What follows belongs to an exercise in optimizing a design on an open flow for small area; a production flow would make more cautious choices.
The RTL was checked by simulation tests, not by an equivalence proof against the original design.

Design gstmcu, start of the top module:
module gstmcu (
    input clk32,
    input resb,
    input porb,
    input  FC0,
    input  FC1,
    input  FC2,
    input  AS_N,
    input  RW,
    input  UDS_N,
    input  LDS_N,
    input  VMA_N,
    input  MFPINT_N,
    input  [23:1] A,     
    output reg [23:1] ADDR,  
    input  [15:0] DIN,
    output [15:0] DOUT,
    output OE_L,
    output OE_H,
    output CLK_O,  
    output MHZ8,
    output MHZ8_EN1,
    output MHZ8_EN2,
    output MHZ4,
    output MHZ4_EN,
    output KHZ500,
    output KHZ500_EN,
    input  RDY_N_I,
    output RDY_N_O,
    input  BG_N,
    input  BR_N_I,
    output BR_N_O,
    input  BGACK_N_I,
    output BGACK_N_O,
    output BERR_N,
    output IPL0_N,
    output IPL1_N,
    output IPL2_N,
    input  DTACK_N_I,
    output DTACK_N_O,
    output IACK_N,
    output ROM0_N,
    output ROM1_N,
    output ROM2_N,
    output ROM3_N,
    output ROM4_N,
    output ROM5_N,
    output ROM6_N,
    output ROMP_N,
    output RAM_N,
    output RAS0_N,
    output RAS1_N,
    output CAS0L_N,
    output CAS0H_N,
    output CAS1L_N,
    output CAS1H_N,
    output RAM_LDS,  
    output RAM_UDS,  
    output REF,  
    output VPA_N,
    output MFPCS_N,
    output SNDIR,
    output SNDCS,
    output N6850,
    output FCS_N,
    output RTCCS_N,
    output RTCRD_N,
    output RTCWR_N,
    output LATCH,
    output HSYNC_N,
    output VSYNC_N,
    output reg DE,
    output reg BLANK_N,
    output reg BLANK_H_N,  
    output reg BLANK_V_N,  
    output RDAT_N,
    output WE_N,
    output WDAT_N,
    output CMPCS_N,
    output DCYC_N,
    input  SREQ,
    output SLOAD_N,
    output SINT,
    output BUTTON_N,
    output reg JOYWE_N,
    output JOYRL_N,
    output JOYWL,
    output JOYRH_N,
    input  st,              
    input  extra_ram,       
    input  tos192k,         
    input  turbo,           
    input  viking_at_c0,    
    input  viking_at_e8,    
    output [1:0] bus_cycle  
);
For scale: ~1800 cells after synthesis, roughly 170 I/O pins, about 15000 um2 of cells after synthesis.
Settings: LEC_CHECK=0, CAP_MARGIN=10, CORE_MARGIN=2, CORE_UTILIZATION=40, GPL_TIMING_DRIVEN=0, HOLD_SLACK_MARGIN=0.1, SLEW_MARGIN=10; clock period 20.0 ns.
standard.sh (not shown) runs the stock make flow with config.mk's settings and CLKGATE_MAP_FILE= SYNTH_SCRIPT=/design/flow/synth_recipe.tcl, a recipe that flattens the netlist after the stock synthesis.
==> flow/flow/run.sh <==
#!/bin/bash
# Layout flow: the standard flow (standard.sh) with
#  - an area-oriented ABC script in synthesis (flow/my_synth.tcl, flow/area.abc),
#  - buf_1 cells as the port buffers,
#  - smaller clock-tree buffers and no CTS dummy loads.
set -euo pipefail
W=$(pwd)
export FLOW_SYNTH_TCL=$W/synth_recipe.tcl
sed "s#SYNTH_SCRIPT=[^ ]*#SYNTH_SCRIPT=$W/flow/my_synth.tcl#" standard.sh > my_standard.sh
grep -q "SYNTH_SCRIPT=$W/flow/my_synth.tcl" my_standard.sh
export BUFFER_PORTS_ARGS="-buffer_cell sky130_fd_sc_hd__buf_1"
export CTS_ARGS="-sink_clustering_enable -repair_clock_nets -dont_use_dummy_load -buf_list sky130_fd_sc_hd__clkbuf_8 -sink_clustering_size 15 -sink_clustering_max_diameter 80"
bash my_standard.sh > standard.log 2>&1
==> flow/flow/area.abc <==
&get -n
&st
&dc2
&syn3
&dc2
&deepsyn -T 60
&dch -f
&nf -R 1000 -p -F 8 -A 4 -a
&st
&dch -f
&nf -R 1000 -p -F 8 -A 4 -a
&put
==> flow/flow/my_synth.tcl <==
# The standard synthesis (synth_recipe.tcl), with Yosys's abc call given an
# area-oriented ABC script; flip-flop mapping and everything else is unchanged.
set my_abc_script [file join [file dirname [file normalize [info script]]] area.abc]
proc abc {args} {
  set i [lsearch $args -script]
  if {$i >= 0} { set args [lreplace $args $i [expr {$i+1}] -script $::my_abc_script] }
  yosys abc {*}$args
}
source $::env(FLOW_SYNTH_TCL)
The first run completed without violations.
Next try:
==> flow/flow/run.sh (replaced) <==
#!/bin/bash
# Layout flow: the standard flow (standard.sh) with
#  - an area-oriented ABC script in synthesis, best of several seeds (flow/my_synth.tcl, flow/area.abc),
#  - buf_1 cells as the port buffers,
#  - smaller clock-tree buffers and no CTS dummy loads.
set -euo pipefail
W=$(pwd)
export FLOW_SYNTH_TCL=$W/synth_recipe.tcl
sed "s#SYNTH_SCRIPT=[^ ]*#SYNTH_SCRIPT=$W/flow/my_synth.tcl#" standard.sh > my_standard.sh
grep -q "SYNTH_SCRIPT=$W/flow/my_synth.tcl" my_standard.sh
export BUFFER_PORTS_ARGS="-buffer_cell sky130_fd_sc_hd__buf_1"
export CTS_ARGS="-sink_clustering_enable -repair_clock_nets -dont_use_dummy_load -buf_list sky130_fd_sc_hd__clkbuf_4 -sink_clustering_size 9 -sink_clustering_max_diameter 60"
bash my_standard.sh > standard.log 2>&1
--- a/flow/flow/area.abc
+++ b/flow/flow/area.abc
@@ -5,3 +5,3 @@
 &dc2
-&deepsyn -T 60
+&deepsyn -T 60 -S SEED
 &dch -f
==> flow/flow/my_synth.tcl (replaced) <==
# The standard synthesis (synth_recipe.tcl), with Yosys's abc call replaced:
# the combinational logic is mapped with an area-oriented ABC script
# (flow/area.abc) once per deepsyn seed, and the smallest result is kept.
# Flip-flop mapping and everything else is unchanged.
set my_abc_template [file join [file dirname [file normalize [info script]]] area.abc]
set my_abc_seeds {0 1 2 3}
proc abc {args} {
  set i [lsearch $args -script]
  set fh [open $::my_abc_template r]; set tmpl [read $fh]; close $fh
  set lib_args {}
  foreach lib $::env(LIB_FILES) { lappend lib_args -liberty $lib }
  yosys design -save my_pre_abc
  set best_area {}
  set best_seed {}
  foreach seed $::my_abc_seeds {
    yosys design -load my_pre_abc
    set f [file join $::env(OBJECTS_DIR) area_seed$seed.abc]
    set fh [open $f w]; puts -nonewline $fh [string map [list SEED $seed] $tmpl]; close $fh
    yosys abc {*}[lreplace $args $i [expr {$i+1}] -script $f]
    set rep [tee -q -s result.string stat {*}$lib_args]
    regexp {Chip area for module[^:]*:\s*([0-9.]+)} $rep -> area
    puts "MY_ABC seed $seed: area $area"
    if {$best_area eq {} || $area < $best_area} {
      set best_area $area
      set best_seed $seed
      yosys design -save my_best_abc
    }
  }
  yosys design -load my_best_abc
  puts "MY_ABC kept seed $best_seed: area $best_area"
}
source $::env(FLOW_SYNTH_TCL)
After rerunning: The new run finished clean. Wire length rises slightly. Core utilization falls by 0.11 points. Worst setup slack is worse by 0.015 ns. Cell count rises slightly. Via count rises slightly. Area after synthesis is unchanged.
